Background: an optimization exercise with open tools, aiming at small area, a short achievable clock period and few clock cycles. Do not read the settings as production practice. Function was not checked in any run shown here: the RTL went through the layout flow alone. Power figures rest on the tool's default switching activity, not on a simulated workload.

==> design/flow/config.mk <==
export PLATFORM = sky130hd
export DESIGN_NAME = CVP14
export DESIGN_NICKNAME = CVP14
export VERILOG_FILES = /design/flow/design.v
export SDC_FILE = /design/flow/constraint.sdc
export NUM_CORES = 8
export LEC_CHECK = 0
export ABC_AREA = 1
export CAP_MARGIN = 50
export CORE_MARGIN = 2
export CORE_UTILIZATION = 60
export CTS_CLUSTER_DIAMETER = 120
export CTS_CLUSTER_SIZE = 24
export PLACE_DENSITY = 0.75
export SLEW_MARGIN = 50
==> design/flow/constraint.sdc <==
create_clock -name core_clock -period 20.0 [get_ports {Clk1}]
set_input_delay 4.0000 -clock core_clock [delete_from_list [all_inputs] [get_ports {Clk1}]]
set_output_delay 4.0000 -clock core_clock [all_outputs]
set_load 0.01 [all_outputs]
==> design/flow/design.v <==
module fadd_a(input [15:0] a, input [15:0] b, output [45:0] p);
  wire [4:0] ea = a[14:10], eb = b[14:10];
  wire sa = a[15], sb = b[15];
  wire [4:0] d = ea - eb;
  wire swap = (eb > ea);
  wire sub = sa ^ sb;
  wire [4:0] E0 = swap ? eb : ea;
  wire [10:0] ma = {|ea, a[9:0]}, mb = {|eb, b[9:0]};
  wire [10:0] mbig = swap ? mb : ma;
  wire [10:0] msml = swap ? ma : mb;
  wire [25:0] al = {msml, 15'b0} >> d;
  wire spec = (&ea) | (&eb);
  wire sign = spec ? ((&ea) ? sa : sb) : (swap ? sb : sa);
  assign p = {spec, sign, E0, sub, mbig, al, sub & (|al[14:0])};
endmodule
module fadd_b(input [45:0] p, output [23:0] q);
  wire spec = p[45], sign = p[44];
  wire [4:0] E0 = p[43:39];
  wire sub = p[38];
  wire [10:0] mbig = p[37:27];
  wire [25:0] al = p[26:1];
  wire borrow = p[0];
  wire [14:0] x = al[14:0];
  wire [11:0] yv = {sub, al[25:15] ^ {11{sub}}};
  wire [12:0] sum = {1'b0, mbig, 1'b1} + {yv, sub & ~borrow};
  wire [11:0] hi = sum[12:1];
  wire z13 = (x[12:0] == 13'd0);
  wire o13 = (x[12:0] == 13'h1FFF);
  wire c14 = ~x[13] & z13;
  wire s13 = sub ? (~x[13] ^ z13) : x[13];
  wire s14 = sub ? (~x[14] ^ c14) : x[14];
  wire or121 = sub ? ~(z13 | o13) : (|x[12:1]);
  wire and121 = sub ? ((x[12:0] == 13'd1) | (x[12:0] == 13'd2)) : (&x[12:1]);
  assign q = {spec, sign, E0, hi, s14, s13, or121, and121, x[0]};
endmodule
module fadd_c(input [23:0] p, output [15:0] y);
  wire spec = p[23], sign = p[22];
  wire [4:0] E0 = p[21:17];
  wire [13:0] H = p[16:3];      
  wire or121 = p[2], and121 = p[1], s0 = p[0];
  wire [11:0] U = H[13:2];      
  wire s14 = H[1], s13 = H[0];
  wire or13_1 = s13 | or121;
  wire or13_0 = s13 | or121 | s0;
  wire or12_0 = or121 | s0;
  wire all14_0 = s14 & s13 & and121 & s0;
  wire all14_1 = s14 & s13 & and121;
  wire [4:0] Ep1 = E0 + 5'd1, Ep2 = E0 + 5'd2, Ep3 = E0 + 5'd3;
  wire e28 = (E0 >= 5'd28), e29 = (E0 >= 5'd29), e30 = (E0 == 5'd30);
  wire cZ = (U == 12'd0);
  wire cO = U[11];
  wire cN = ~U[11] & U[10];
  wire [9:0] frO = U[10:1];
  wire condO = U[0] & (s14 | or13_1 | U[1]);
  wire cyO = U[0] & all14_1;
  wire all1O = &frO, zeroO = (frO == 10'd0);
  wire [9:0] frOi = frO + 10'd1;
  wire [9:0] frN = U[9:0];
  wire condN = s14 & (or13_0 | U[0]);
  wire cyN = all14_0;
  wire all1N = &frN, zeroN = (frN == 10'd0);
  wire [9:0] frNi = frN + 10'd1;
  reg [3:0] lz;
  always @(*)
    casez (U[9:0])
      10'b1?????????: lz = 4'd1;
      10'b01????????: lz = 4'd2;
      10'b001???????: lz = 4'd3;
      10'b0001??????: lz = 4'd4;
      10'b00001?????: lz = 4'd5;
      10'b000001????: lz = 4'd6;
      10'b0000001???: lz = 4'd7;
      10'b00000001??: lz = 4'd8;
      10'b000000001?: lz = 4'd9;
      default:        lz = 4'd10;
    endcase
  wire [11:0] X = {U[9:0], s14, s13} << (lz - 4'd1);
  wire [9:0] frL = X[10:1];
  wire condL = U[9] & s13 & (or12_0 | s14);
  wire bumpL = condL & (U[8:0] == 9'd0) & ~s14;
  reg [4:0] EL;
  always @(*)
    casez (U[9:0])
      10'b1?????????: EL = bumpL ? E0 : E0 - 5'd1;
      10'b01????????: EL = E0 - 5'd2;
      10'b001???????: EL = E0 - 5'd3;
      10'b0001??????: EL = E0 - 5'd4;
      10'b00001?????: EL = E0 - 5'd5;
      10'b000001????: EL = E0 - 5'd6;
      10'b0000001???: EL = E0 - 5'd7;
      10'b00000001??: EL = E0 - 5'd8;
      10'b000000001?: EL = E0 - 5'd9;
      default:        EL = E0 - 5'd10;
    endcase
  reg [4:0] E; reg [9:0] F; reg ovf;
  always @(*) begin
    if (cZ) begin
      E = all14_0 ? 5'd22 : 5'd0; F = 10'd0; ovf = 1'b0;
    end else if (cO) begin
      if (cyO & all1O) begin E = Ep3; F = 10'd0; ovf = e28; end
      else if (condO & zeroO & ~cyO) begin E = Ep2; F = frO; ovf = e29; end
      else begin E = Ep1; F = cyO ? frOi : frO; ovf = e30; end
    end else if (cN) begin
      if (cyN & all1N) begin E = Ep2; F = 10'd0; ovf = e29; end
      else if (condN & zeroN & ~cyN) begin E = Ep1; F = frN; ovf = e30; end
      else begin E = E0; F = cyN ? frNi : frN; ovf = 1'b0; end
    end else begin
      E = EL; F = frL; ovf = 1'b0;
    end
  end
  assign y = (spec | ovf) ? {sign, 5'b11111, 10'd0} : {sign, E, F};
endmodule
module fmul_a(input [15:0] a, input [15:0] b, output [66:0] p);
  wire [4:0] ea = a[14:10], eb = b[14:10];
  wire zero = (ea == 5'd0 && a[9:0] == 10'd0) || (eb == 5'd0 && b[9:0] == 10'd0);
  wire [10:0] ma = {1'b1, a[9:0]}, mb = {1'b1, b[9:0]};
  wire [13:0] pp0 = ma * mb[2:0];
  wire [13:0] pp1 = ma * mb[5:3];
  wire [13:0] pp2 = ma * mb[8:6];
  wire [12:0] pp3 = ma * mb[10:9];
  wire ga = ea > 5'd15, gb = eb > 5'd15;
  wire [4:0] ea1 = ea - 5'd15, eb1 = eb - 5'd15;
  reg [5:0] s0, s1;
  always @(*) begin
    if (ga & gb) begin
      s0 = {1'b0, ea1} + {1'b0, eb1};
      s1 = {1'b0, ea1} + {1'b0, eb1} + 6'd1;
    end else if (ga) begin
      s0 = {1'b0, ea1} - {1'b0, eb};
      s1 = s0;
    end else if (gb) begin
      s0 = {1'b0, eb1} - {1'b0, ea};
      s1 = s0;
    end else begin
      s0 = 6'b110001;
      s1 = 6'b110001;
    end
  end
  wire [5:0] t0 = s0 + 6'd15, t1 = s1 + 6'd15;
  wire [4:0] x0 = t0[5] ? 5'b11111 : t0[4:0];
  wire [4:0] x1 = t1[5] ? 5'b11111 : t1[4:0];
  assign p = {zero, a[15] ^ b[15], x1, x0, pp3, pp2, pp1, pp0};
endmodule
module fmul_b(input [66:0] p, output [23:0] q);
  wire [21:0] prod = {p[54:42], 9'd0} + {2'd0, p[41:28], 6'd0} + {5'd0, p[27:14], 3'd0} + {8'd0, p[13:0]};
  assign q = {p[66:55], prod[21:10]};
endmodule
module fmul_c(input [23:0] p, output [15:0] y);
  wire zero = p[23], sign = p[22];
  wire [4:0] x1 = p[21:17], x0 = p[16:12];
  wire [11:0] ph = p[11:0];    
  assign y = zero ? 16'd0 : (ph[11] ? {sign, x1, ph[10:1]} : {sign, x0, ph[9:0]});
endmodule
module ScalarRegFile (clk, rst, ra1, ra2, rd1, rd2,
                      bw_en, bw_hi, bw_dst, bw_data,
                      ww_lo, ww_hi, ww_dst, ww_data, r7_en, r7_data);
  input clk, rst;
  input [2:0] ra1, ra2;
  output [15:0] rd1, rd2;
  input bw_en, bw_hi;
  input [2:0] bw_dst;
  input [7:0] bw_data;
  input ww_lo, ww_hi;
  input [2:0] ww_dst;
  input [15:0] ww_data;
  input r7_en;
  input [15:0] r7_data;
  wire [15:0] wd = rst ? 16'h0000 :
                   (ww_lo | ww_hi) ? ww_data :
                   r7_en ? r7_data : {bw_data, bw_data};
  wire [15:0] regs [0:7];
  assign rd1 = regs[ra1];
  assign rd2 = regs[ra2];
  genvar g;
  generate
    for (g = 0; g < 8; g = g + 1) begin : entry
      reg [15:0] q;
      assign regs[g] = q;
      wire r7 = (g == 7) & r7_en;
      wire en_lo = rst | (ww_lo & (ww_dst == g)) | r7 | (bw_en & ~bw_hi & (bw_dst == g));
      wire en_hi = rst | (ww_hi & (ww_dst == g)) | r7 | (bw_en & bw_hi & (bw_dst == g));
      always @(posedge clk) begin
        if (en_lo) q[7:0] <= wd[7:0];
        if (en_hi) q[15:8] <= wd[15:8];
      end
    end
  endgenerate
endmodule
module VectorRegFile (clk, we_l, wd_l, we_a, wd_a, heads, taps);
  input clk;
  input [7:0] we_l, we_a;
  input [15:0] wd_l, wd_a;
  output [127:0] heads;
  output [127:0] taps;                 
  genvar g;
  generate
    for (g = 0; g < 8; g = g + 1) begin : entry
      reg [255:0] q;
      wire [255:0] rot = {q[15:0], q[255:16]};
      always @(posedge clk)
        q <= {rot[255:240], we_l[g] ? wd_l : rot[239:224], rot[223:192],
              we_a[g] ? wd_a : rot[191:176], rot[175:0]};
      assign heads[16*g +: 16] = q[15:0];
      assign taps[16*g +: 16] = q[143:128];
    end
  endgenerate
endmodule
module CVP14(output [15:0] Addr, output RD, output WR, output V, output [15:0] dataOut,
             input Reset, input Clk1, input [15:0] DataIn);
localparam QD = 4;                   
localparam CK = 3;                   
localparam FQ = 11;                  
localparam MU_IDLE = 2'd0, MU_VLD = 2'd1, MU_VSTW = 2'd2, MU_VSTR = 2'd3;
localparam AU_VADD = 2'd0, AU_VDOT = 2'd1, AU_SMUL = 2'd2;
function ok_add;
  input [15:0] x;
  ok_add = (x[14:0] == 15'd0) | (x[14:10] >= 5'd10 && x[14:10] <= 5'd27);
endfunction
function [4:0] emax;
  input [4:0] m;
  input [15:0] x;
  emax = (x[14:10] > m) ? x[14:10] : m;
endfunction
function ok_mul;
  input [4:0] ea, eb;
  ok_mul = (ea != 5'd31) & (eb != 5'd31) & ({1'b0, ea} + {1'b0, eb} <= 6'd44);
endfunction
reg rst;
always @(posedge Clk1) rst <= Reset;
reg [3:0] ph;                        
reg [7:0] zf;                        
reg [7:0] sa;                        
reg [4:0] mx [0:7];                  
reg [15:0] addr_q, dout_q;
reg rd_q, wr_q, v_q, vflag;
reg [15:0] q [0:QD-1];
reg [QD:0] qs;                       
reg [15:0] ir_pc, fpc;               
reg f_act;                           
wire [15:0] ir = q[0];
wire ir_v = ~qs[0];
reg [1:0] mu_st;
reg [3:0] mu_cnt;
reg [15:0] base;
reg [2:0] mu_reg;
reg mu_tap;                          
reg ld_now, ld_last;                 
reg l_oka;
reg [4:0] l_mx;
reg [15:0] ld1;
reg ld1_v, ld_first, ld1_first, ld1_last;
reg [2:0] ld1_r;
reg sl_v, sl_wlo, sl_whi;
reg sl_known, sl_safe_q, sl_fp_q;    
reg [4:0] sl_bnd_q;                  
reg [4:0] sl_mxa_q, sl_mxb_q;        
reg sl_b1, sl_bv;
reg [15:0] sl_pc;
reg [1:0] sl_op;
reg [2:0] sl_ra, sl_rb, sl_rd;
reg [15:0] sl_sc;
reg rd_busy, rd_act, vdot_wait, rd_us;
reg rd_tap;                          
reg [1:0] rd_op;
reg [2:0] rd_ra, rd_rb, rd_rd;
reg [3:0] rd_cnt;
reg [4:1] sv, sfirst, slast, sus;
reg [1:0] sop [1:4];
reg [2:0] srd [1:4];
reg [15:0] x1, y1;
reg [45:0] fa_p;
reg [23:0] fb_p;
reg [66:0] ma_p;
reg [23:0] mb_p;
reg [15:0] wres;
reg a_oka;
reg [4:0] a_mx;
reg ldf_v, ldf_oka;                  
reg [2:0] ldf_r;
reg [4:0] ldf_mx;
reg f5_v, f5_oka;                    
reg [2:0] f5_rd;
reg [4:0] f5_mx;
reg us_busy, us_fin, us_vdot, ovf;
reg [15:0] fq [0:FQ-1];
reg [3:0] fq_wp, fq_rp, fq_cnt;
reg [15:0] np;                       
reg np_v;
reg [15:0] acc;
reg [4:0] acc_k;
reg [1:0] acc_st;                    
reg vd_pend, vd_wlo, vd_whi, vd_wr;
reg [2:0] vd_rd;
reg nx_v, nx_wlo, nx_whi;             
reg [2:0] nx_rd;
reg [45:0] ca_p;
reg [23:0] cb_p;
integer k;
wire [3:0] op = ir[15:12];
wire is_vadd = (op == 4'd0);
wire is_vdot = (op == 4'd1);
wire is_smul = (op == 4'd2);
wire is_sst  = (op == 4'd3);
wire is_vld  = (op == 4'd4);
wire is_vst  = (op == 4'd5);
wire is_sll  = (op == 4'd6);
wire is_slh  = (op == 4'd7);
wire is_j    = (op == 4'd8);
wire is_au = is_vadd | is_vdot | is_smul;
wire is_mu = is_sst | is_vld | is_vst;
wire [2:0] f_d = ir[11:9], f_a = ir[8:6], f_b = ir[5:3];
wire [15:0] rx, ry;
wire [127:0] heads, taps;
wire redirect = us_fin & ovf & ~vd_wr;
wire blocking_us = us_busy & ~(us_fin & ~ovf);        
wire s4_vec = sv[4] & (sop[4] != AU_VDOT);
function pend_w;
  input [2:0] r;
  pend_w = rd_busy & (rd_op != AU_VDOT) & (rd_rd == r);
endfunction
function au_wpend;
  input [2:0] r;
  au_wpend = (rd_busy & (rd_op != AU_VDOT) & (rd_rd == r)) |
             (sv[1] & (sop[1] != AU_VDOT) & (srd[1] == r)) |
             (sv[2] & (sop[2] != AU_VDOT) & (srd[2] == r)) |
             (sv[3] & (sop[3] != AU_VDOT) & (srd[3] == r)) |
             (s4_vec & (srd[4] == r)) | (f5_v & (f5_rd == r));
endfunction
function sl_w;
  input [2:0] r;
  sl_w = sl_v & (sl_op != AU_VDOT) & (sl_rd == r);
endfunction
function sl_r;
  input [2:0] r;
  sl_r = sl_v & ((sl_ra == r) | ((sl_op != AU_SMUL) & (sl_rb == r)));
endfunction
function flags_pend;
  input [2:0] r;
  flags_pend = au_wpend(r) | (vld_act & (mu_reg == r)) | (ld1_v & (ld1_r == r)) | (ldf_v & (ldf_r == r));
endfunction
function pend_s;
  input [2:0] r;
  pend_s = (vd_pend & (vd_wlo | vd_whi) & (vd_rd == r)) |
           (nx_v & (nx_wlo | nx_whi) & (nx_rd == r)) |
           (sl_v & (sl_op == AU_VDOT) & (sl_wlo | sl_whi) & (sl_rd == r));
endfunction
wire mu_free = (mu_st == MU_IDLE);
wire vld_act = (mu_st == MU_VLD) | ld_now;            
wire sl_haz = (vld_act & (mu_reg == sl_ra | (mu_reg == sl_rb & (sl_op != AU_SMUL)))) |
              (((mu_st == MU_VSTW) | ((mu_st == MU_VSTR) & mu_tap)) & (mu_reg == sl_rd) & (sl_op != AU_VDOT));
wire wait_rd_d = (vdot_wait | (rd_busy & rd_tap)) & (rd_ra == f_d | rd_rb == f_d);
wire sl_safe = (sl_op == AU_VADD) ? (sa[sl_ra] & sa[sl_rb]) :
               (sl_op == AU_VDOT) ? ok_mul(mx[sl_ra], mx[sl_rb]) :
                                    ok_mul(mx[sl_ra], sl_sc[14:10]);
wire [4:0] sl_mxa = sl_mxa_q;
wire [4:0] sl_mxb = sl_mxb_q;
wire [4:0] sl_mxab = (sl_mxa > sl_mxb) ? sl_mxa : sl_mxb;
wire [5:0] sl_sum = {1'b0, sl_mxa} + {1'b0, sl_mxb};
wire [5:0] sl_add3 = {1'b0, sl_mxab} + 6'd3;
wire [5:0] sl_m14 = sl_sum - 6'd14;
wire [4:0] sl_bound = (sl_mxab == 5'd31) ? 5'd31 :
                      (sl_op == AU_VADD) ? ((sl_add3 >= 6'd31) ? 5'd31 : sl_add3[4:0]) :
                      (sl_sum < 6'd14 || sl_m14 <= {1'b0, sl_mxab}) ? sl_mxab :
                      (sl_m14 >= 6'd31) ? 5'd31 : sl_m14[4:0];
wire sl_fp = flags_pend(sl_ra) | ((sl_op != AU_SMUL) & flags_pend(sl_rb));
wire sl_ok = sl_known & sl_safe_q;
wire blocking = blocking_us | (sl_v & ~sl_ok);
wire vd_chain = vd_pend & ~nx_v & ~vd_wr & (acc_k >= 5'd16 - CK) & sl_safe_q;
wire sl_start = sl_v & sl_known & ~rd_busy & ~sl_haz & ((sl_op != AU_VDOT) | ~vd_pend | vd_chain) & (sl_safe_q | ~sl_fp_q);
reg issue_ok;
always @(*) begin
  if (is_au)       issue_ok = ~sl_v & (~is_smul | ~pend_s(f_b));
  else if (is_vld) issue_ok = mu_free & ~pend_s(f_a) & ~pend_w(f_d) & ~wait_rd_d & ~sl_r(f_d) & ~sl_w(f_d);
  else if (is_vst) issue_ok = mu_free & ~ld_now & ~pend_s(f_a) & ~pend_w(f_d) & ~sl_w(f_d);
  else if (is_sst) issue_ok = mu_free & ~pend_s(f_a) & ~pend_s(f_d);
  else if (is_sll | is_slh) issue_ok = ~vd_wr;       
  else issue_ok = 1'b1;
end
wire issue = ir_v & ~blocking & ~redirect & issue_ok;
wire au_issue = issue & is_au;
wire mu_issue = issue & is_mu;
wire sll_vd = issue & is_sll & vd_pend & (vd_rd == f_d);
wire slh_vd = issue & is_slh & vd_pend & (vd_rd == f_d);
wire sll_nx = issue & is_sll & nx_v & (nx_rd == f_d);
wire slh_nx = issue & is_slh & nx_v & (nx_rd == f_d);
wire sll_sl = issue & is_sll & sl_v & (sl_op == AU_VDOT) & (sl_rd == f_d);
wire slh_sl = issue & is_slh & sl_v & (sl_op == AU_VDOT) & (sl_rd == f_d);
wire r7_en = redirect & ~(us_vdot & vd_rd == 3'd7);
wire r7_vd = r7_en & vd_pend & (vd_rd == 3'd7);
wire r7_nx = r7_en & nx_v & (nx_rd == 3'd7);
ScalarRegFile srf(.clk(Clk1), .rst(rst),
                  .ra1(f_a), .ra2(is_smul ? f_b : f_d), .rd1(rx), .rd2(ry),
                  .bw_en(issue & (is_sll | is_slh)), .bw_hi(is_slh), .bw_dst(f_d), .bw_data(ir[7:0]),
                  .ww_lo(vd_wr & vd_wlo & ~sll_vd & ~r7_vd), .ww_hi(vd_wr & vd_whi & ~slh_vd & ~r7_vd),
                  .ww_dst(vd_rd), .ww_data(acc),
                  .r7_en(r7_en), .r7_data(sl_pc));    
wire [7:0] we_l = ld1_v ? (8'd1 << ld1_r) : 8'd0;
wire [7:0] we_a = s4_vec ? (8'd1 << srd[4]) : 8'd0;
VectorRegFile vrf(.clk(Clk1), .we_l(we_l), .wd_l(ld1), .we_a(we_a), .wd_a(wres), .heads(heads), .taps(taps));
wire [2:0] sel_a = rd_busy ? rd_ra : sl_ra;
wire [2:0] sel_b = rd_busy ? rd_rb : sl_rb;
wire [2:0] sel_c = mu_free ? f_d : mu_reg;
wire tap_now;
wire [15:0] va = zf[sel_a] ? 16'd0 : (tap_now ? taps[16*sel_a +: 16] : heads[16*sel_a +: 16]);
wire [15:0] vb = zf[sel_b] ? 16'd0 : (tap_now ? taps[16*sel_b +: 16] : heads[16*sel_b +: 16]);
wire c_tap = (mu_st == MU_VSTR) ? mu_tap : ph[3];
wire [15:0] vc = zf[sel_c] ? 16'd0 : (c_tap ? taps[16*sel_c +: 16] : heads[16*sel_c +: 16]);
wire [1:0] i_op = is_vadd ? AU_VADD : (is_vdot ? AU_VDOT : AU_SMUL);
wire sl_vdot = (sl_op == AU_VDOT);
wire first_read = (sl_start & (~sl_vdot | ph[2:0] == 3'd0)) | (vdot_wait & ph[2:0] == 3'd0);
wire read_now = first_read | rd_act;
wire read_last = rd_act & (rd_cnt == 4'd15);
wire [1:0] cur_op = sl_start ? sl_op : rd_op;
wire [2:0] cur_rd = sl_start ? sl_rd : rd_rd;
assign tap_now = rd_act ? rd_tap : (ph[3] & (vdot_wait | sl_vdot));
wire [45:0] fa_pn;
wire [23:0] fb_pn;
wire [66:0] ma_pn;
wire [23:0] mb_pn;
wire [15:0] fc_y, mc_y;
fadd_a ua1(.a(x1), .b(y1), .p(fa_pn));
fadd_b ua2(.p(fa_p), .q(fb_pn));
fadd_c ua3(.p(fb_p), .y(fc_y));
fmul_a um1(.a(x1), .b(y1), .p(ma_pn));
fmul_b um2(.p(ma_p), .q(mb_pn));
fmul_c um3(.p(mb_p), .y(mc_y));
always @(posedge Clk1) begin
  if (rst) begin
    rd_busy <= 1'b0; rd_act <= 1'b0; vdot_wait <= 1'b0; sl_v <= 1'b0; rd_tap <= 1'b0;
    sv <= 4'd0;
    us_busy <= 1'b0; us_fin <= 1'b0; ovf <= 1'b0;
  end else begin
    if (us_fin & ~(ovf & vd_wr)) begin us_fin <= 1'b0; us_busy <= 1'b0; end
    else if (sv[4] & slast[4] & sus[4]) us_fin <= 1'b1;
    if (sl_start) sl_v <= 1'b0;
    sl_known <= sl_v & ~sl_start;
    sl_b1 <= sl_v & ~sl_start;
    sl_bv <= sl_b1 & sl_v & ~sl_start;
    if (sll_sl) sl_wlo <= 1'b0;
    if (slh_sl) sl_whi <= 1'b0;
    if (au_issue) sl_v <= 1'b1;
    if (~sl_v & ~blocking_us) begin
      sl_op <= i_op; sl_ra <= f_a; sl_rb <= f_b; sl_rd <= f_d; sl_sc <= ry; sl_pc <= ir_pc;
      sl_wlo <= 1'b1; sl_whi <= 1'b1;
    end
    if (sl_start) begin
      rd_busy <= 1'b1;
      rd_op <= sl_op; rd_ra <= sl_ra; rd_rb <= sl_rb; rd_rd <= sl_rd; rd_us <= ~sl_safe_q;
      if (~sl_safe_q) begin
        us_busy <= 1'b1; us_vdot <= sl_vdot; ovf <= 1'b0;
      end
      vdot_wait <= sl_vdot & (ph[2:0] != 3'd0);
    end
    if (vdot_wait & ph[2:0] == 3'd0) vdot_wait <= 1'b0;
    if (first_read) begin rd_act <= 1'b1; rd_cnt <= 4'd1; rd_tap <= ph[3] & (cur_op == AU_VDOT); end
    else if (rd_act) begin rd_cnt <= rd_cnt + 4'd1; if (rd_cnt == 4'd15) rd_act <= 1'b0; end
    if (read_last) rd_busy <= 1'b0;
    sv <= {sv[3:1], read_now};
    if (sv[4] & (wres == 16'h7C00)) ovf <= 1'b1;
  end
end
always @(posedge Clk1) begin
  x1 <= va;
  if (read_now) begin
    if (cur_op != AU_SMUL) y1 <= vb;
    else if (sl_start) y1 <= sl_sc;
  end
  sl_safe_q <= sl_safe;
  sl_mxa_q <= mx[sl_ra];
  sl_mxb_q <= (sl_op == AU_SMUL) ? sl_sc[14:10] : mx[sl_rb];
  sl_bnd_q <= sl_bound;
  sl_fp_q <= sl_fp;
  sfirst <= {sfirst[3:1], first_read};
  slast <= {slast[3:1], read_last};
  sus <= {sus[3:1], sl_start ? ~sl_safe_q : rd_us};
  sop[1] <= cur_op; sop[2] <= sop[1]; sop[3] <= sop[2]; sop[4] <= sop[3];
  srd[1] <= cur_rd; srd[2] <= srd[1]; srd[3] <= srd[2]; srd[4] <= srd[3];
  fa_p <= fa_pn;
  fb_p <= fb_pn;
  ma_p <= ma_pn;
  mb_p <= mb_pn;
  wres <= (sop[3] == AU_VADD) ? fc_y : mc_y;
  if (s4_vec) begin
    a_oka <= (a_oka | sfirst[4]) & ok_add(wres);
    a_mx <= emax(sfirst[4] ? 5'd0 : a_mx, wres);
  end
end
wire push = sv[4] & (sop[4] == AU_VDOT);
wire fq_has = (fq_cnt != 4'd0);
wire step = vd_pend & np_v & (acc_st == 2'd0) & (acc_k != 5'd16);
wire np_load_q = step & fq_has;                        
wire np_load_p = push & (step ? ~fq_has : ~np_v);       
wire fq_push = push & ~np_load_p;
wire [45:0] ca_pn;
wire [23:0] cb_pn;
wire [15:0] cc_y;
fadd_a uc1(.a(acc), .b(np), .p(ca_pn));
fadd_b uc2(.p(ca_p), .q(cb_pn));
fadd_c uc3(.p(cb_p), .y(cc_y));
always @(posedge Clk1) begin
  if (rst) begin
    vd_pend <= 1'b0; acc_st <= 2'd0; vd_wr <= 1'b0; np_v <= 1'b0; nx_v <= 1'b0;
  end else begin
    if (sll_vd | r7_vd) vd_wlo <= 1'b0;
    if (slh_vd | r7_vd) vd_whi <= 1'b0;
    if (sll_nx | r7_nx) nx_wlo <= 1'b0;
    if (slh_nx | r7_nx) nx_whi <= 1'b0;
    if (sl_start & sl_vdot & vd_pend) begin
      nx_v <= 1'b1; nx_rd <= sl_rd; nx_wlo <= sl_wlo & ~sll_sl; nx_whi <= sl_whi & ~slh_sl;
    end
    if (vd_wr & nx_v) begin
      nx_v <= 1'b0; vd_rd <= nx_rd; vd_wlo <= nx_wlo & ~sll_nx & ~r7_nx; vd_whi <= nx_whi & ~slh_nx & ~r7_nx;
    end
    if (sl_start & sl_vdot & ~vd_pend) begin
      vd_pend <= 1'b1; vd_rd <= sl_rd; vd_wlo <= sl_wlo & ~sll_sl; vd_whi <= sl_whi & ~slh_sl;
      acc_k <= 5'd0; fq_cnt <= 4'd0; fq_wp <= 4'd0; fq_rp <= 4'd0; np_v <= 1'b0;
    end else begin
      if (fq_push) fq_wp <= (fq_wp == FQ - 1) ? 4'd0 : fq_wp + 4'd1;
      if (np_load_q) fq_rp <= (fq_rp == FQ - 1) ? 4'd0 : fq_rp + 4'd1;
      fq_cnt <= fq_cnt + {3'd0, fq_push} - {3'd0, np_load_q};
      if (step) acc_k <= acc_k + 5'd1;
      else if (vd_wr) acc_k <= 5'd0;
      if (np_load_q | np_load_p) np_v <= 1'b1;
      else if (step) np_v <= 1'b0;
    end
    acc_st <= {acc_st[0], step & (acc_k != 5'd0)};
    vd_wr <= acc_st[1] & (acc_k == 5'd16);
    if (vd_wr & ~nx_v) vd_pend <= 1'b0;
  end
end
always @(posedge Clk1) begin
  if (fq_push) fq[fq_wp] <= wres;
  if (np_load_q) np <= fq[fq_rp];
  else if (np_load_p) np <= wres;
  ca_p <= ca_pn;
  cb_p <= cb_pn;
  if (step & (acc_k == 5'd0)) acc <= np;
  else if (acc_st[1]) acc <= cc_y;
end
wire [3:0] eoff0 = is_vld ? ph + 4'd1 : 4'd0;
wire [6:0] soff = {ir[5], ir[5:0]} + {3'd0, eoff0};
wire [7:0] an_lo = {1'b0, rx[6:0]} + {1'b0, soff};
wire [8:0] an_hm = rx[15:7] - 9'd1, an_hp = rx[15:7] + 9'd1;
wire [8:0] an_hi = soff[6] ? (an_lo[7] ? rx[15:7] : an_hm) : (an_lo[7] ? an_hp : rx[15:7]);
wire [15:0] addr_now = {an_hi, an_lo[6:0]};
wire [15:0] base_now = rx + {{10{ir[5]}}, ir[5:0]};
reg c_port, c_rd, c_wr, c_ld, c_ld_last;
reg [3:0] c_eoff, c_cnt;
reg [1:0] c_st;
always @(*) begin
  c_port = 1'b0; c_rd = 1'b0; c_wr = 1'b0; c_ld = 1'b0; c_ld_last = 1'b0;
  c_eoff = 4'd0; c_st = mu_st; c_cnt = mu_cnt;
  case (mu_st)
    MU_VLD: begin
      c_port = 1'b1; c_rd = 1'b1; c_ld = 1'b1; c_eoff = ph + 4'd1;
      c_cnt = mu_cnt + 4'd1;
      if (mu_cnt == 4'd15) begin c_st = MU_IDLE; c_ld_last = 1'b1; end
    end
    MU_VSTW:
      if (ph[2:0] == 3'd0) begin
        c_port = 1'b1; c_wr = 1'b1; c_st = MU_VSTR;
      end
    MU_VSTR: begin
      c_port = 1'b1; c_wr = 1'b1; c_eoff = {ph[3] ^ mu_tap, ph[2:0]};
      if (ph[2:0] == 3'd7 && (ph[3] ^ mu_tap)) c_st = MU_IDLE;
    end
    default: ;
  endcase
end
wire [15:0] c_addr = base + {12'd0, c_eoff};
wire i_port = is_vld | is_sst | (is_vst & (ph[2:0] == 3'd0));
wire [1:0] i_st = is_vld ? MU_VLD : (is_vst ? ((ph[2:0] == 3'd0) ? MU_VSTR : MU_VSTW) : MU_IDLE);
wire n_mu_port = mu_issue ? i_port : c_port;
wire n_mu_rd = mu_issue ? is_vld : c_rd;
wire n_mu_wr = mu_issue ? (is_sst | is_vst) : c_wr;
wire n_ld = mu_issue ? is_vld : c_ld;
wire n_ld_last = ~mu_issue & c_ld_last;
wire [1:0] n_mu_st = mu_issue ? i_st : c_st;
wire [3:0] n_mu_cnt = mu_issue ? 4'd1 : c_cnt;
wire [15:0] n_dout = (mu_issue & is_sst) ? ry : vc;
wire [15:0] n_mu_addr = mu_issue ? addr_now : c_addr;
wire flush = redirect | (issue & is_j);
wire [15:0] jt = ir_pc + {{4{ir[11]}}, ir[11:0]};
wire [15:0] jt1 = ir_pc + {{4{ir[11]}}, ir[11:0]} + 16'd1;
wire [15:0] target = redirect ? 16'hFFF0 : jt;
wire [15:0] target1 = redirect ? 16'hFFF1 : jt1;
wire [15:0] fpc_inc = fpc + 16'd1;
wire arrive = f_act & ~flush;
wire [QD:0] qs_a = arrive ? {qs[QD-1:0], 1'b0} : qs;           
wire [QD:0] qs_b = arrive ? qs : {1'b0, qs[QD:1]};             
wire [QD:0] n_qs = flush ? {{QD{1'b0}}, 1'b1} : (issue ? qs_b : qs_a);
wire room_a = ~qs_a[QD];
wire f_if_issue = ~c_port & ~(is_mu & i_port);        
wire f_no_issue = ~c_port & (redirect | room_a);
wire n_f_act = issue ? f_if_issue : f_no_issue;
wire [15:0] fetch_addr = flush ? target : fpc;
wire n_vflag = redirect | (vflag & ~issue);
always @(posedge Clk1) begin
  if (rst) begin
    ph <= 4'd0;
    zf <= 8'hFF; sa <= 8'hFF;
    for (k = 0; k < 8; k = k + 1) begin mx[k] <= 5'd0; end
    ldf_v <= 1'b0;
    qs <= {{QD{1'b0}}, 1'b1}; ir_pc <= 16'd0; fpc <= 16'd1; f_act <= 1'b1;
    addr_q <= 16'd0; rd_q <= 1'b1; wr_q <= 1'b0; v_q <= 1'b0; vflag <= 1'b0;
    mu_st <= MU_IDLE; ld_now <= 1'b0; ld_last <= 1'b0; ld1_v <= 1'b0; ld1_last <= 1'b0;
    f5_v <= 1'b0;
  end else begin
    ph <= ph + 4'd1;
    qs <= n_qs;
    ir_pc <= flush ? target : (issue ? ir_pc + 16'd1 : ir_pc);
    fpc <= flush ? (n_f_act ? target1 : target) : (n_f_act ? fpc_inc : fpc);
    f_act <= n_f_act;
    addr_q <= n_mu_port ? n_mu_addr : fetch_addr;
    rd_q <= n_mu_port ? n_mu_rd : n_f_act;
    wr_q <= n_mu_port & n_mu_wr;
    vflag <= n_vflag;
    v_q <= n_vflag & ~n_mu_port & n_f_act;    
    mu_st <= n_mu_st;
    ld_now <= n_ld; ld_last <= n_ld_last;
    ld1_v <= ld_now; ld1_last <= ld_last;
    if (ld1_v) begin
      l_oka <= (l_oka | ld1_first) & ok_add(ld1);
      l_mx <= emax(ld1_first ? 5'd0 : l_mx, ld1);
    end
    if (ld_last) zf[mu_reg] <= 1'b0;
    ldf_v <= ld1_last & ~au_wpend(ld1_r) & ~sl_w(ld1_r);
    if (ldf_v & ~au_wpend(ldf_r) & ~sl_w(ldf_r)) begin
      sa[ldf_r] <= ldf_oka;
      mx[ldf_r] <= ldf_mx;
    end
    f5_v <= s4_vec & slast[4];
    if (f5_v & ~((rd_busy & (rd_op != AU_VDOT) & (rd_rd == f5_rd)) |
                 (sv[1] & (sop[1] != AU_VDOT) & (srd[1] == f5_rd)) |
                 (sv[2] & (sop[2] != AU_VDOT) & (srd[2] == f5_rd)) |
                 (sv[3] & (sop[3] != AU_VDOT) & (srd[3] == f5_rd)) |
                 (s4_vec & (srd[4] == f5_rd)) |
                 (vld_act & (mu_reg == f5_rd)) | (ld1_v & (ld1_r == f5_rd)) | sl_w(f5_rd))) begin
      sa[f5_rd] <= f5_oka;
      mx[f5_rd] <= f5_mx;
    end
    if (read_last & (rd_op != AU_VDOT)) zf[rd_rd] <= 1'b0;
    if (mu_issue & is_vld) begin
      sa[f_d] <= 1'b0; mx[f_d] <= 5'd31;
    end
    if (sl_start & ~sl_vdot) begin
      sa[sl_rd] <= 1'b0; mx[sl_rd] <= (sl_safe_q & sl_bv) ? sl_bnd_q : 5'd31;
    end
  end
end
wire [QD-1:0] at_a = arrive ? qs[QD-1:0] : {QD{1'b0}};
wire [QD-1:0] at_b = arrive ? qs[QD:1] : {QD{1'b0}};
always @(posedge Clk1) begin
  for (k = 0; k < QD; k = k + 1)
    if (issue ? at_b[k] : at_a[k]) q[k] <= DataIn;
    else if (issue && k < QD - 1) q[k] <= q[k + 1];
end
always @(posedge Clk1) begin
  if (mu_free) begin base <= base_now; mu_reg <= f_d; end
  if (mu_st != MU_VSTR) mu_tap <= ph[3];
  mu_cnt <= n_mu_cnt;
  ld1_r <= mu_reg;
  ld_first <= mu_issue & is_vld;
  ld1_first <= ld_first;
  ldf_r <= ld1_r;
  ldf_oka <= (l_oka | ld1_first) & ok_add(ld1);
  ldf_mx <= emax(ld1_first ? 5'd0 : l_mx, ld1);
  f5_rd <= srd[4];
  f5_oka <= (a_oka | sfirst[4]) & ok_add(wres);
  f5_mx <= emax(sfirst[4] ? 5'd0 : a_mx, wres);
  dout_q <= n_dout;
  ld1 <= DataIn;
end
assign Addr = addr_q;
assign RD = rd_q;
assign WR = wr_q;
assign V = v_q;
assign dataOut = dout_q;
endmodule
==> design/flow/flow/run.sh <==
#!/bin/bash
# Layout flow: the standard flow (standard.sh, all steps), except that
# - the buffers buffer_ports puts on every input and output port are
#   sky130_fd_sc_hd__buf_4 cells instead of the resizer's default choice;
# - after the resizer step of placement, outflops.tcl moves the buffer of
#   each output port that a flip-flop drives next to that flip-flop
#   (detailed placement then legalizes both), so the buffer, not the
#   flip-flop, drives the long wire to the edge of the die.
# - repair_timing (after placement, CTS and global routing) works to a setup
#   slack margin of 15 ns: at the design's 20 ns clock every path has far
#   more slack than that needs, so without the margin repair_timing leaves
#   the paths that set the period achieved as they are.
# - CTS puts buffers on the clock tree's wires every 150 um (CTS_BUF_DISTANCE).
# The make output goes to standard.log; ORFS keeps each step's log under orfs/logs.
set -e
export BUFFER_PORTS_ARGS="-buffer_cell sky130_fd_sc_hd__buf_4"
export POST_RESIZE_TCL="$PWD/flow/outflops.tcl"
export SETUP_SLACK_MARGIN=15
export CTS_BUF_DISTANCE=150
bash standard.sh > standard.log 2>&1
==> design/flow/flow/outflops.tcl <==
# Move the buffer of every output port that a flip-flop drives (and
# nothing else) onto that flip-flop's location; detailed placement
# legalizes them.
set block [ord::get_db_block]
set moved 0
foreach bterm [$block getBTerms] {
  if { [$bterm getIoType] != "OUTPUT" } { continue }
  set net [$bterm getNet]
  set drv {}
  foreach it [$net getITerms] { if { [$it isOutputSignal] } { lappend drv $it } }
  if { [llength $drv] != 1 } { puts "outflops: [$bterm getName] has no single driver"; continue }
  set buf [[lindex $drv 0] getInst]
  set bin {}
  foreach it [$buf getITerms] { if { [$it isInputSignal] } { lappend bin $it } }
  if { [llength $bin] != 1 } { puts "outflops: [$buf getName] is not a buffer"; continue }
  set inet [[lindex $bin 0] getNet]
  if { [llength [$inet getITerms]] != 2 || [llength [$inet getBTerms]] != 0 } {
    puts "outflops: [$bterm getName]: the buffer's input net has other loads"; continue
  }
  set ff {}
  foreach it [$inet getITerms] { if { [$it isOutputSignal] } { set ff [$it getInst] } }
  if { $ff == {} } { continue }
  set m [[$ff getMaster] getName]
  if { ![string match "*dfxtp*" $m] } { puts "outflops: [$ff getName] is $m, skipped"; continue }
  set loc [$ff getLocation]
  $buf setLocation [lindex $loc 0] [lindex $loc 1]
  incr moved
}
puts "outflops: moved $moved output buffers next to their flip-flops"
==> design/flow/standard.sh <==
#!/bin/bash
# synth_recipe.tcl (not shown) runs the flow's synth.tcl, then flattens the netlist and writes it again
# the make line also repeats each setting of config.mk as NAME=value (left out here)
make -C /OpenROAD-flow-scripts/flow DESIGN_CONFIG=/design/flow/config.mk WORK_HOME=/design/flow/orfs CLKGATE_MAP_FILE= SYNTH_SCRIPT=/design/flow/synth_recipe.tcl "${@:-finish}"
==> run summary, run 1 <==
run status finished clean; Critical Path Stages 1; power after layout roughly 18000 uW; number of distinct standard cells referenced by the synthesized netlist 89; number of search-and-repair iterations in the first detailed-routing pass 6; worst clock skew 0.0489 ns; max_cap viols 0; Overflow after GRT 0; clock tree from TritonCTS done; hold-fix buffers at CTS 0; number of synthesized flops with an enable pin 576; mean number of vias per cell ~6; sinks on the clock net approximately 3100; path category of the worst min-delay check register to register; number of hold violations in the final report 0; Most flops, register vrf.entry.q; Tcrit/Tclk final between 20% and 30%; cell area after synthesis 111000 um^2; final antenna-violating net count 0; met1 layer wirelength in the final routing 128 mm; core outline area ~180000 um^2; Critical Path Max Stage Delay approximately 0.34 ns; total number of placement rows 157; crit end category output pin; Post-CTS Repair Setup Buffers 0; FF-to-FF End base[15]; Setup Total Neg Slack 0 ns; root buffer cell sky130_fd_sc_hd__clkbuf_16; routed wl met3 roughly 26 mm; number of design-rule violations left by the first detailed-router iteration 8919; Data required, critical path 16.00 ns; cell count after synthesis 11125; kind of critical path register to output pin; Largest register FFs 2048; slowest cell on the critical path sky130_fd_sc_hd__dfxtp_2; overall die height 433 um; top cell family by delay on the critical path flip-flops; amount of wire on met2 after detailed routing 141 mm; detailed placement HPWL 218 mm; power density over the cells 150 nW/um^2; clock transition at the register clock pins on the worst setup and hold paths after CTS 0.10 ns; largest net degree at the start of global routing about 140; LEAKAGE 0.0479 uW; total via count in the routed design 79190; wirelength, routed between 300 and 400 mm; Synth top area share ~46%; I/O Pins 53; Peak Freq 0.189 GHz; Layout Nets 11429; reg-to-reg slack, setup 15.38 ns; slew margin rel. 46.0%; topmost layer with routed signal wires met5; launch point of the worst reg-to-reg path q[0][8]; Tmin final between 5 and 6 ns; maximum fanout along the worst path 1; first-pass GRT wire length ~460 mm; number of port buffers 52; Register-to-Register Path Depth 20; WL/cell 23.0 um; Yosys top cell by area sky130_fd_sc_hd__dfxtp_1; total CTS buffers 152; layout cell share with drive strength beyond 1 6.38%; DIE AREA 188000 um^2; crit path launch dout_q[0]; starting utilization of the core area 60.4%; gpl congestion ~1.0; unrepaired setup endpoints after global routing yes; leading registers by flop count vrf.entry.q (2048), fq (176), srf.entry.q (128); Avg Cell Area, Syn approximately 9.9 um^2; slew at the pin closest to its max-slew limit 0.810 ns; Yosys warning total 8; horizontal extent of the die 433 um; CP cell instances buf_6; number of H-tree branching levels 4; proportion of synthesized chip area in sequential cells 61.5%; buffers from clock root to sink, at most 4; kind of start point of the critical path register; number of setup violations in the final report 0; Area Overhead vs Synth 6.85%; Post-Synthesis Net Count 11520; number of buffers and inverters on the critical path 1; prevailing post-synth register cell sky130_fd_sc_hd__dfxtp_1; Final Slew Violations 0; largest vdd supply drop roughly 0.12 mV; async set-reset flop share out of synthesis 0%; all-layer global routing usage between 30% and 40%; initial antenna violation count 11; crit path capture dataOut[0]; Skew-Pair Late Insertion Delay 0.80 ns; number of synthesized register bits 3109; vias in the first global route 75561; DRC violations left 0; most area-consuming cells after synthesis sky130_fd_sc_hd__dfxtp_1, sky130_fd_sc_hd__edfxtp_1, sky130_fd_sc_hd__nand2_1; CP Data Arrival Time 1.28 ns
-- cells in the mapped netlist, types with 9 or more instances --
library cell                instances
sky130_fd_sc_hd__dfxtp_1         2533
sky130_fd_sc_hd__nand2_1         1867
sky130_fd_sc_hd__o21ai_0         1184
sky130_fd_sc_hd__inv_1           1003
sky130_fd_sc_hd__nor2_1           679
sky130_fd_sc_hd__edfxtp_1         576
sky130_fd_sc_hd__a21oi_1          530
sky130_fd_sc_hd__nand3_1          355
sky130_fd_sc_hd__ha_1             310
sky130_fd_sc_hd__clkbuf_1         261
sky130_fd_sc_hd__xor2_1           213
sky130_fd_sc_hd__o211ai_1         179
sky130_fd_sc_hd__xnor2_1          121
sky130_fd_sc_hd__nand4_1          103
sky130_fd_sc_hd__buf_2            100
sky130_fd_sc_hd__nor3_1            94
sky130_fd_sc_hd__o21ai_1           92
sky130_fd_sc_hd__o22ai_1           90
sky130_fd_sc_hd__a31oi_1           69
sky130_fd_sc_hd__fa_1              67
sky130_fd_sc_hd__inv_2             63
sky130_fd_sc_hd__buf_1             38
sky130_fd_sc_hd__o31ai_1           36
sky130_fd_sc_hd__a221oi_1          33
sky130_fd_sc_hd__o21bai_1          33
sky130_fd_sc_hd__a22oi_1           32
sky130_fd_sc_hd__nor4_1            30
sky130_fd_sc_hd__o2111ai_1         29
sky130_fd_sc_hd__a211oi_1          28
sky130_fd_sc_hd__buf_4             24
sky130_fd_sc_hd__nor2_2            23
sky130_fd_sc_hd__o311ai_0          23
sky130_fd_sc_hd__a311oi_1          22
sky130_fd_sc_hd__o221ai_1          20
sky130_fd_sc_hd__or2_2             20
sky130_fd_sc_hd__mux2i_1           17
sky130_fd_sc_hd__clkinv_1          15
sky130_fd_sc_hd__nand2_2           13
sky130_fd_sc_hd__a21o_1            11
sky130_fd_sc_hd__buf_6             11
sky130_fd_sc_hd__nand3_2           11
sky130_fd_sc_hd__o41ai_1           11
sky130_fd_sc_hd__o21a_1            10
sky130_fd_sc_hd__nor2_4             9
-- layout make-up --
cell class | instances | area [um^2]
Antenna cell | 7 | 17.5
Clock buffer | 200 | 4070
Clock inverter | 11 | 133
Fill cell | 14355 | 64800
Inverter | 1088 | 4110
Multi-Input combinational cell | 6493 | 37100
Sequential cell | 3109 | 68100
Tap cell | 2464 | 3080
Timing Repair Buffer | 190 | 1640
-- cells in the final DEF (no fill, tap or decap), types with 24 or more instances in the layout --
cell type,Yosys,final
sky130_fd_sc_hd__a211oi_1,28,27
sky130_fd_sc_hd__a21oi_1,530,530
sky130_fd_sc_hd__a221oi_1,33,33
sky130_fd_sc_hd__a22oi_1,32,32
sky130_fd_sc_hd__a31oi_1,69,67
sky130_fd_sc_hd__buf_4,24,140
sky130_fd_sc_hd__buf_6,11,41
sky130_fd_sc_hd__clkbuf_1,261,43
sky130_fd_sc_hd__clkbuf_16,0,156
sky130_fd_sc_hd__dfxtp_1,2533,2483
sky130_fd_sc_hd__dfxtp_2,0,49
sky130_fd_sc_hd__edfxtp_1,576,576
sky130_fd_sc_hd__fa_1,67,67
sky130_fd_sc_hd__ha_1,310,310
sky130_fd_sc_hd__inv_1,1003,990
sky130_fd_sc_hd__inv_2,63,77
sky130_fd_sc_hd__nand2_1,1867,1859
sky130_fd_sc_hd__nand3_1,355,352
sky130_fd_sc_hd__nand4_1,103,103
sky130_fd_sc_hd__nor2_1,679,667
sky130_fd_sc_hd__nor2_2,23,32
sky130_fd_sc_hd__nor3_1,94,79
sky130_fd_sc_hd__nor4_1,30,29
sky130_fd_sc_hd__o2111ai_1,29,24
sky130_fd_sc_hd__o211ai_1,179,179
sky130_fd_sc_hd__o21ai_0,1184,1174
sky130_fd_sc_hd__o21ai_1,92,90
sky130_fd_sc_hd__o21bai_1,33,33
sky130_fd_sc_hd__o22ai_1,90,90
sky130_fd_sc_hd__o31ai_1,36,35
sky130_fd_sc_hd__xnor2_1,121,121
sky130_fd_sc_hd__xor2_1,213,212
-- worst min path at each step --
stage                         from  cells past startpoint                   to  slack [ns]
2_1_floorplan             ca_p[39]                      0             cb_p[17]        0.31
3_3_place_gp   vrf.entry[4].q[228]                      0  vrf.entry[4].q[212]        0.31
3_5_place_dp   vrf.entry[1].q[114]                      0   vrf.entry[1].q[98]        0.31
4_1_cts        vrf.entry[4].q[176]                      0  vrf.entry[4].q[160]        0.31
5_1_grt        vrf.entry[4].q[176]                      0  vrf.entry[4].q[160]        0.32
6_report       vrf.entry[4].q[225]                      0  vrf.entry[4].q[209]        0.30
-- routing by layer --
layer / vias up / global-route usage, %
met5: - / 0
li1: 36933 / -
met3: 793 / 4.91
met4: 2 / 14.7
met1: 37740 / 43.9
met2: 3722 / 52.0
-- timing repair --
item | in CTS | in global routing
pin swaps | 0 | 0
gates resized for setup | 63 | 7
hold endpoints to repair | 0 | 0
setup endpoints to repair | 35 | 36
-- power breakdown --
part	leakage, uW	switching, uW	internal, uW
logic	0.0196	4530	2010
registers	0.0263	619	7210
clock network	0.00205	1900	1460
total	0.0479	7050	10700
-- through the flow --
stage                     utilization [%]  area [um^2]  instances  hold slack, ns  setup WS, ns
after floorplan                         -       111000      11125           0.310         15.62
after global placement               61.9       113000      13321           0.310         15.30
after detailed placement             62.1       114000      13338           0.312         15.30
after CTS                            64.5       118000      13549           0.307         14.70
after global routing                 64.6       118000      13557           0.316         14.70
final                                64.6       118000      13562           0.302         14.72
-- cells by family (layout without fill, tap and decap cells) --
group | count (synthesis) | count (layout) | synth area share (%)
simple gates | 3258 | 3258 | 12.4
flops | 3109 | 3109 | 61.5
compound gates | 2505 | 2505 | 13.1
buf+inv | 1523 | 1489 | 5.45
fa+ha+maj | 377 | 377 | 4.72
xor+xnor | 336 | 336 | 2.67
mux | 17 | 17 | 0.154
other cells | 0 | 7 | 0
==> inputs of run 2 (changes only) <==
--- a/design/flow/config.mk
+++ b/design/flow/config.mk
@@ -9,5 +9,5 @@
 export CAP_MARGIN = 50
 export CORE_MARGIN = 2
-export CORE_UTILIZATION = 60
+export CORE_UTILIZATION = 55
 export CTS_CLUSTER_DIAMETER = 120
 export CTS_CLUSTER_SIZE = 24
==> run summary, run 2 <==
initial antenna violation count 12; top-count cell post-synth sky130_fd_sc_hd__dfxtp_1; adder and majority cell fraction of the synthesized area 4.72%; number of synthesized register bits 3109; slowest cell on the critical path sky130_fd_sc_hd__dfxtp_2; number of H-tree branching levels 4; max_cap viols 0; cell count after synthesis 11125; first-pass GRT wire length 463 mm; slew margin rel. 44.1%; Post-Synthesis Net Count 11520; clock transition at the register clock pins on the worst setup and hold paths after CTS approximately 0.090 ns; Yosys warning total 8; Most flops, register vrf.entry.q; Final Slew Violations 0; Setup Total Neg Slack 0 ns; FILL cells 16294; number of distinct standard cells referenced by the synthesized netlist 89; number of design-rule violations left by the first detailed-router iteration 9045; core outline area 200000 um^2; worst clock skew 0.0742 ns; DIE AREA roughly 200000 um^2; Sequential Area 68100 um^2; LEAKAGE between 0.04 and 0.05 uW; total CTS buffers 153; overall die height 453 um; sinks on the clock net 3109; gpl congestion 1.01; kind of start point of the critical path register; clock tree from TritonCTS done; Layout Nets 11442; Avg Cell Area, Syn 9.95 um^2; WL/cell 22.5 um; Skew-Pair Late Insertion Delay 0.82 ns; leading registers by flop count vrf.entry.q (2048), fq (176), srf.entry.q (128); number of port buffers 52; crit end category output pin; starting utilization of the core area 55.4%; Yosys top cell by area sky130_fd_sc_hd__dfxtp_1; top cell family by delay on the critical path flip-flops; number of standard cells in the final layout excluding fillers roughly 14000; DRC violations left 0; Setup Slack @ Placement 15.26 ns; path category of the worst min-delay check register to register; proportion of synthesized area in mux cells less than 1%; root buffer cell sky130_fd_sc_hd__clkbuf_16; final worst setup slack 14.72 ns; largest net degree at the start of global routing roughly 130; number of setup violations in the final report 0; wirelength, routed 309 mm; leading post-synthesis cells by instance count sky130_fd_sc_hd__dfxtp_1, sky130_fd_sc_hd__nand2_1, sky130_fd_sc_hd__o21ai_0, sky130_fd_sc_hd__inv_1, sky130_fd_sc_hd__nor2_1; number of hold violations in the final report 0; number of buffers and inverters on the critical path 1; final antenna-violating net count 0; Tmin final approximately 5.3 ns; Simple-Gate Fraction of Synth Area around an eighth; power after layout 17700 uW; total via count in the routed design a little under 80000; Peak Freq 0.190 GHz; total number of placement rows 164; async set-reset flop share out of synthesis 0%; horizontal extent of the die 453 um; Data required, critical path 16.00 ns; prevailing post-synth register cell sky130_fd_sc_hd__dfxtp_1; unrepaired setup endpoints after global routing yes; vias in the first global route ~76000; number of cells in the design after placement 13538; I/O Pins 53; Synth top area share 45.8%; maximum fanout along the worst path 1; area taken by multi-input logic gates around 37000 um^2; Critical Path Max Stage Delay 0.34 ns; cell area after synthesis roughly 110000 um^2; run status finished clean; Largest register FFs 2048; all-layer global routing usage between 20% and 30%; Overflow after GRT 0; CP cell instances buf_6; complex-gate fraction of the synthesized area 13.1%; layout cell share with drive strength beyond 1 6.57%; slew at the pin closest to its max-slew limit roughly 0.84 ns; CP Data Arrival Time 1.28 ns; highest-count cells in the layout ignoring fill and taps sky130_fd_sc_hd__dfxtp_1, sky130_fd_sc_hd__nand2_1, sky130_fd_sc_hd__o21ai_0; largest vdd supply drop 0.103 mV; detailed placement HPWL 217 mm; most frequent standard cell in the layout excluding fill and tap cells sky130_fd_sc_hd__dfxtp_1; Area Overhead vs Synth 7.36%; number of search-and-repair iterations in the first detailed-routing pass 6; hold-fix buffers at CTS 0; kind of critical path register to output pin; synthesized-area fraction occupied by xor and xnor cells 2.67%; Tcrit/Tclk final a little over a quarter; buffers from clock root to sink, at most 4; proportion of synthesized chip area in sequential cells 61.5%; mean number of vias per cell 5.75; number of synthesized flops with an enable pin 576; most area-consuming cells after synthesis sky130_fd_sc_hd__dfxtp_1, sky130_fd_sc_hd__edfxtp_1, sky130_fd_sc_hd__nand2_1; dominant combinational cell family by area after synthesis compound AO/OA/AOI/OAI gates; power density over the cells 149 nW/um^2
[run 2: through the flow]
step / hold WS, ns / utilization (%) / instance area (um^2)
floorplan: 0.310 / - / 111000
global placement: 0.310 / 56.8 / 114000
detailed placement: 0.312 / 57.1 / 114000
CTS: 0.277 / 59.4 / 119000
global route: 0.286 / 59.4 / 119000
finish: 0.282 / 59.4 / 119000
[run 2: cell type report]
cell class	count	share of cell area [%]
repair buffers	202	1.52
inverters	1088	3.46
multi-input cells	6493	31.3
well taps	2656	2.80
diodes	10	0.0211
clock inverters	17	0.178
flip-flops and latches	3109	57.3
clock buffers	199	3.44
[run 2: layer usage]
metal | track usage, % | share of wire (%) | vias to the layer above
li1 | - | - | 36978
met3 | 4.32 | 7.8 | 794
met5 | 0 | 0.017 | -
met4 | 13.6 | 5.3 | 8
met2 | 46.5 | 45 | 3576
met1 | 40.0 | 42 | 37814
[run 2: power breakdown]
part	switching, uW	internal, uW	total (uW)
Sequential	615	7210	7820
Combinational	4450	2020	6470
Clock	1930	1470	3400
[run 2: worst paths after layout]
check        slack (ns)            endpoint          startpoint  cells past startpoint
max               14.72         dataOut[12]          dout_q[12]                      1
min                0.28  vrf.entry[3].q[55]  vrf.entry[3].q[71]                      0
min reg2reg        0.28  vrf.entry[3].q[55]  vrf.entry[3].q[71]                      0
max reg2reg       15.29          addr_q[15]            q[0][13]                     26
[run 2: cell families after synthesis]
group | count (synthesis)
adder cells (fa/ha/maj) | 377
AND/OR/NAND/NOR | 3258
AO/OA/AOI/OAI | 2505
buffers and inverters | 1523
multiplexers | 17
flip-flops | 3109
XOR/XNOR | 336
[run 2: timing repair]
item / in CTS / in global routing
buffers inserted: 0 / 0
endpoints found under the setup margin: 35 / 38
resized for setup: 59 / 9
gates cloned: 0 / 0
==> inputs of run 3 (changes only) <==
--- a/design/flow/design.v
+++ b/design/flow/design.v
@@ -111,12 +111,8 @@
   assign y = (spec | ovf) ? {sign, 5'b11111, 10'd0} : {sign, E, F};
 endmodule
-module fmul_a(input [15:0] a, input [15:0] b, output [66:0] p);
+module fmul_a(input [15:0] a, input [15:0] b, output [36:0] p);
   wire [4:0] ea = a[14:10], eb = b[14:10];
   wire zero = (ea == 5'd0 && a[9:0] == 10'd0) || (eb == 5'd0 && b[9:0] == 10'd0);
   wire [10:0] ma = {1'b1, a[9:0]}, mb = {1'b1, b[9:0]};
-  wire [13:0] pp0 = ma * mb[2:0];
-  wire [13:0] pp1 = ma * mb[5:3];
-  wire [13:0] pp2 = ma * mb[8:6];
-  wire [12:0] pp3 = ma * mb[10:9];
   wire ga = ea > 5'd15, gb = eb > 5'd15;
   wire [4:0] ea1 = ea - 5'd15, eb1 = eb - 5'd15;
@@ -140,15 +136,36 @@
   wire [4:0] x0 = t0[5] ? 5'b11111 : t0[4:0];
   wire [4:0] x1 = t1[5] ? 5'b11111 : t1[4:0];
-  assign p = {zero, a[15] ^ b[15], x1, x0, pp3, pp2, pp1, pp0};
+  wire [21:0] r0  = mb[0]  ? {11'd0, ma}        : 22'd0;
+  wire [21:0] r1  = mb[1]  ? {10'd0, ma, 1'd0}  : 22'd0;
+  wire [21:0] r2  = mb[2]  ? {9'd0, ma, 2'd0}   : 22'd0;
+  wire [21:0] r3  = mb[3]  ? {8'd0, ma, 3'd0}   : 22'd0;
+  wire [21:0] r4  = mb[4]  ? {7'd0, ma, 4'd0}   : 22'd0;
+  wire [21:0] r5  = mb[5]  ? {6'd0, ma, 5'd0}   : 22'd0;
+  wire [21:0] r6  = mb[6]  ? {5'd0, ma, 6'd0}   : 22'd0;
+  wire [21:0] r7  = mb[7]  ? {4'd0, ma, 7'd0}   : 22'd0;
+  wire [21:0] r8  = mb[8]  ? {3'd0, ma, 8'd0}   : 22'd0;
+  wire [21:0] r9  = mb[9]  ? {2'd0, ma, 9'd0}   : 22'd0;
+  wire [21:0] r10 =          {1'd0, ma, 10'd0};
+  wire [21:0] a0 = ((r0) ^ (r1) ^ (r2)),  a1 = ((((r0) & (r1)) | ((r0) & (r2)) | ((r1) & (r2))) << 1);
+  wire [21:0] a2 = ((r3) ^ (r4) ^ (r5)),  a3 = ((((r3) & (r4)) | ((r3) & (r5)) | ((r4) & (r5))) << 1);
+  wire [21:0] a4 = ((r6) ^ (r7) ^ (r8)),  a5 = ((((r6) & (r7)) | ((r6) & (r8)) | ((r7) & (r8))) << 1);
+  wire [21:0] b0 = ((a0) ^ (a1) ^ (a2)),  b1 = ((((a0) & (a1)) | ((a0) & (a2)) | ((a1) & (a2))) << 1);
+  wire [21:0] b2 = ((a3) ^ (a4) ^ (a5)),  b3 = ((((a3) & (a4)) | ((a3) & (a5)) | ((a4) & (a5))) << 1);
+  wire [21:0] c0 = ((b0) ^ (b1) ^ (b2)),  c1 = ((((b0) & (b1)) | ((b0) & (b2)) | ((b1) & (b2))) << 1);
+  wire [21:0] c2 = ((b3) ^ (r9) ^ (r10)), c3 = ((((b3) & (r9)) | ((b3) & (r10)) | ((r9) & (r10))) << 1);
+  wire [21:0] d0 = ((c0) ^ (c1) ^ (c2)),  d1 = ((((c0) & (c1)) | ((c0) & (c2)) | ((c1) & (c2))) << 1);
+  wire [21:0] e0 = ((d0) ^ (d1) ^ (c3)),  e1 = ((((d0) & (d1)) | ((d0) & (c3)) | ((d1) & (c3))) << 1);
+  wire [10:0] lo = {1'b0, e0[9:0]} + {1'b0, e1[9:0]};
+  assign p = {zero, a[15] ^ b[15], x1, x0, lo[10], e0[21:10], e1[21:10]};
 endmodule
-module fmul_b(input [66:0] p, output [23:0] q);
-  wire [21:0] prod = {p[54:42], 9'd0} + {2'd0, p[41:28], 6'd0} + {5'd0, p[27:14], 3'd0} + {8'd0, p[13:0]};
-  assign q = {p[66:55], prod[21:10]};
+module fmul_b(input [36:0] p, output [15:0] q);
+  wire zero = p[36], sign = p[35];
+  wire [4:0] x1 = p[34:30], x0 = p[29:25];
+  wire cin = p[24];
+  wire [11:0] ph = p[23:12] + p[11:0] + {11'd0, cin};    
+  assign q = zero ? 16'd0 : (ph[11] ? {sign, x1, ph[10:1]} : {sign, x0, ph[9:0]});
 endmodule
-module fmul_c(input [23:0] p, output [15:0] y);
-  wire zero = p[23], sign = p[22];
-  wire [4:0] x1 = p[21:17], x0 = p[16:12];
-  wire [11:0] ph = p[11:0];    
-  assign y = zero ? 16'd0 : (ph[11] ? {sign, x1, ph[10:1]} : {sign, x0, ph[9:0]});
+module fmul_c(input [15:0] p, output [15:0] y);
+  assign y = p;
 endmodule
 module ScalarRegFile (clk, rst, ra1, ra2, rd1, rd2,
@@ -271,6 +288,6 @@
 reg [45:0] fa_p;
 reg [23:0] fb_p;
-reg [66:0] ma_p;
-reg [23:0] mb_p;
+reg [36:0] ma_p;
+reg [15:0] mb_p;
 reg [15:0] wres;
 reg a_oka;
@@ -416,6 +433,6 @@
 wire [45:0] fa_pn;
 wire [23:0] fb_pn;
-wire [66:0] ma_pn;
-wire [23:0] mb_pn;
+wire [36:0] ma_pn;
+wire [15:0] mb_pn;
 wire [15:0] fc_y, mc_y;
 fadd_a ua1(.a(x1), .b(y1), .p(fa_pn));
--- a/design/flow/config.mk
+++ b/design/flow/config.mk
@@ -9,5 +9,5 @@
 export CAP_MARGIN = 50
 export CORE_MARGIN = 2
-export CORE_UTILIZATION = 55
+export CORE_UTILIZATION = 50
 export CTS_CLUSTER_DIAMETER = 120
 export CTS_CLUSTER_SIZE = 24
==> run summary, run 3 <==
Critical Path Max Stage Delay 0.33 ns; crit end category output pin; top-count cell post-synth sky130_fd_sc_hd__dfxtp_1; Register-to-Register Path Depth 20; proportion of synthesized chip area in sequential cells about three fifths; DRC violations left 0; number of hold violations in the final report 0; Setup Total Neg Slack 0 ns; Clock power frac 19.0%; power after layout 17600 uW; Yosys top cell by area sky130_fd_sc_hd__dfxtp_1; unrepaired setup endpoints after global routing yes; sinks on the clock net between 3000 and 4000; number of cells in the design after placement 13641; highest-count cells in the layout ignoring fill and taps sky130_fd_sc_hd__dfxtp_1, sky130_fd_sc_hd__nand2_1, sky130_fd_sc_hd__o21ai_0; clock tree from TritonCTS done; Area Overhead vs Synth 7.61%; Tcrit/Tclk final 26.3%; launch point of the worst reg-to-reg path q[0][7]; Layout Nets 11338; number of buffers and inverters on the critical path 1; switching component of the power 7010 uW; layout cell share with drive strength beyond 1 approximately 6%; cell count after synthesis 11031; root buffer cell sky130_fd_sc_hd__clkbuf_16; largest net degree at the start of global routing 111; number of synthesized register bits between 3000 and 4000; Switching Share 39.9%; gpl congestion 0.974; CP cell instances buf_6; top cell family by delay on the critical path flip-flops; clock transition at the register clock pins on the worst setup and hold paths after CTS about 0.1 ns; Internal approximately 11000 uW; core occupancy in the finished layout 54.1%; Tmin final between 5 and 6 ns; Data required, critical path approximately 16 ns; sequential fraction of design power 44.0%; DIE AREA 222000 um^2; core outline area 217000 um^2; number of port buffers between 50 and 60; initial antenna violation count 21; overall die height 471 um; max_cap viols 0; number of H-tree branching levels 4; WL/cell between 20 and 25 um; crit path launch dout_q[10]; FF-to-FF End addr_q[7]; leading post-synthesis cells by instance count sky130_fd_sc_hd__dfxtp_1, sky130_fd_sc_hd__nand2_1, sky130_fd_sc_hd__o21ai_0, sky130_fd_sc_hd__inv_1, sky130_fd_sc_hd__nor2_1; slowest cell on the critical path sky130_fd_sc_hd__dfxtp_2; largest vdd supply drop 0.185 mV; wirelength, routed 306 mm; crit path capture dataOut[10]; prevailing post-synth register cell sky130_fd_sc_hd__dfxtp_1; cell area after synthesis 109000 um^2; horizontal extent of the die ~470 um; Largest register FFs 2048; total via count in the routed design 78357; Peak Freq approximately 0.19 GHz; first-pass GRT wire length 457 mm; number of distinct standard cells referenced by the synthesized netlist around 80; Yosys warning total 8; Final Slew Violations 0; reg-to-reg slack, setup between 15 and 20 ns; most frequent standard cell in the layout excluding fill and tap cells sky130_fd_sc_hd__dfxtp_1; Skew-Pair Late Insertion Delay 0.82 ns; vias in the first global route 74783; slew margin rel. 48.3%; number of synthesized flops with an enable pin around 580; final antenna-violating net count 0; buffers from clock root to sink, at most 4; Post-Synthesis Net Count around 11000; CP Data Arrival Time roughly 1.3 ns; Critical Path Stages 1; most area-consuming cells after synthesis sky130_fd_sc_hd__dfxtp_1, sky130_fd_sc_hd__edfxtp_1, sky130_fd_sc_hd__nand2_1; number of setup violations in the final report 0; maximum fanout along the worst path 1; kind of start point of the critical path register; Synth top area share 45.8%; Most flops, register vrf.entry.q; Overflow after GRT 0; kind of critical path register to output pin; run status finished clean; total CTS buffers 150; number of search-and-repair iterations in the first detailed-routing pass 8; LEAKAGE 0.0478 uW; leading registers by flop count vrf.entry.q (2048), fq (176), srf.entry.q (128); number of standard cells in the final layout excluding fillers 13872; I/O Pins 53; Avg Cell Area, Syn 9.90 um^2; slew at the pin closest to its max-slew limit 0.775 ns; starting utilization of the core area 50.3%; path category of the worst min-delay check register to register; number of design-rule violations left by the first detailed-router iteration just under 9000; worst clock skew 0.0766 ns; all-layer global routing usage 26.7%; Fin Hold WS 0.278 ns; Comb pwr share 37.1%; mean number of vias per cell 5.65; async set-reset flop share out of synthesis 0%; power density over the cells about 150 nW/um^2; detailed placement HPWL 211 mm; total number of placement rows 171
==> run 3: cell families (layout without fill, tap and decap cells) <==
logic type	count (synthesis)	in the layout	synth area share [%]
AO/OA/AOI/OAI	2418	2418	12.7
XOR/XNOR	313	313	2.52
adder cells (fa/ha/maj)	373	373	5.00
buffers and inverters	1603	1581	5.69
flip-flops	3073	3073	61.6
multiplexers	13	13	0.123
other	0	9	0
AND/OR/NAND/NOR	3238	3238	12.4
==> run 3: through the flow <==
step	setup slack [ns]	instance area (um^2)
6_report	14.75	117000
5_1_grt	14.71	117000
4_1_cts	14.71	117000
3_5_place_dp	15.08	113000
3_3_place_gp	15.06	112000
2_1_floorplan	15.62	109000
==> run 3: worst min path at each step <==
stage / start / to / slack (ns) / depth (start not counted)
floorplan: ca_p[39] / cb_p[17] / 0.31 / 0
global placement: sfirst[3] / sfirst[4] / 0.31 / 0
detailed placement: vrf.entry[0].q[16] / vrf.entry[0].q[0] / 0.31 / 0
CTS: vrf.entry[3].q[46] / vrf.entry[3].q[30] / 0.27 / 0
global route: vrf.entry[2].q[174] / vrf.entry[2].q[158] / 0.28 / 0
finish: vrf.entry[3].q[46] / vrf.entry[3].q[30] / 0.28 / 0
==> run 3: what timing repair did <==
action,4_1_cts,5_1_grt
setup endpoints to repair,35,47
gates resized for setup,60,14
buffers inserted,0,2
hold buffers,0,0
==> run 3: area by class of cell <==
type	count	area [um^2]
Tap cell	2854	3570
Clock inverter	10	144
Fill cell	18407	99700
Antenna cell	9	22.5
Sequential cell	3073	67400
Multi-Input combinational cell	6355	36100
Clock buffer	204	4070
Timing Repair Buffer	203	1810
Inverter	1164	4370
==> run 3: per-layer routing <==
metal / vias up / wire length (um) / global-route usage (%)
li1: 36391 / - / -
met2: 3621 / 135000 / 41.6
met4: 10 / 14500 / 11.4
met5: - / 58 / 0
met3: 719 / 25400 / 4.06
met1: 37616 / 131000 / 37.0
==> run 3: power groups by stage <==
stage	clock network, uW	logic [uW]	registers, uW
global placement	0	6090	7830
finish	3330	6510	7720
detailed placement	0	6310	7850
floorplan	0	4250	7500
global route	3580	7120	7770
CTS	3380	6370	7720

[separate check: timing with driven ports]
How much do the figures lean on ideal ports? The routed layouts below were timed once more, with nothing changed but the port constraints. Step 1 assumes that a clkbuf_16 drives the clock port and a buf_2 every other input. Step 2 moves the port delays by t, midway between the first and last clock arrival at a register: inputs arrive t later, outputs are due t later. That takes back most of the time a late clock gives input paths. Three values: ideal ports, drivers, drivers and shift; two values: the first two.
run	t, ns	slack for setup (ns)	cell pins on the clock port's net
run 1	0.865	14.720 / 14.634 / 15.376	1
run 2	0.872	14.724 / 14.634 / 15.254	1
run 3	0.875	14.749 / 14.654 / 14.996	1
After both steps every run listed still meets setup and hold.
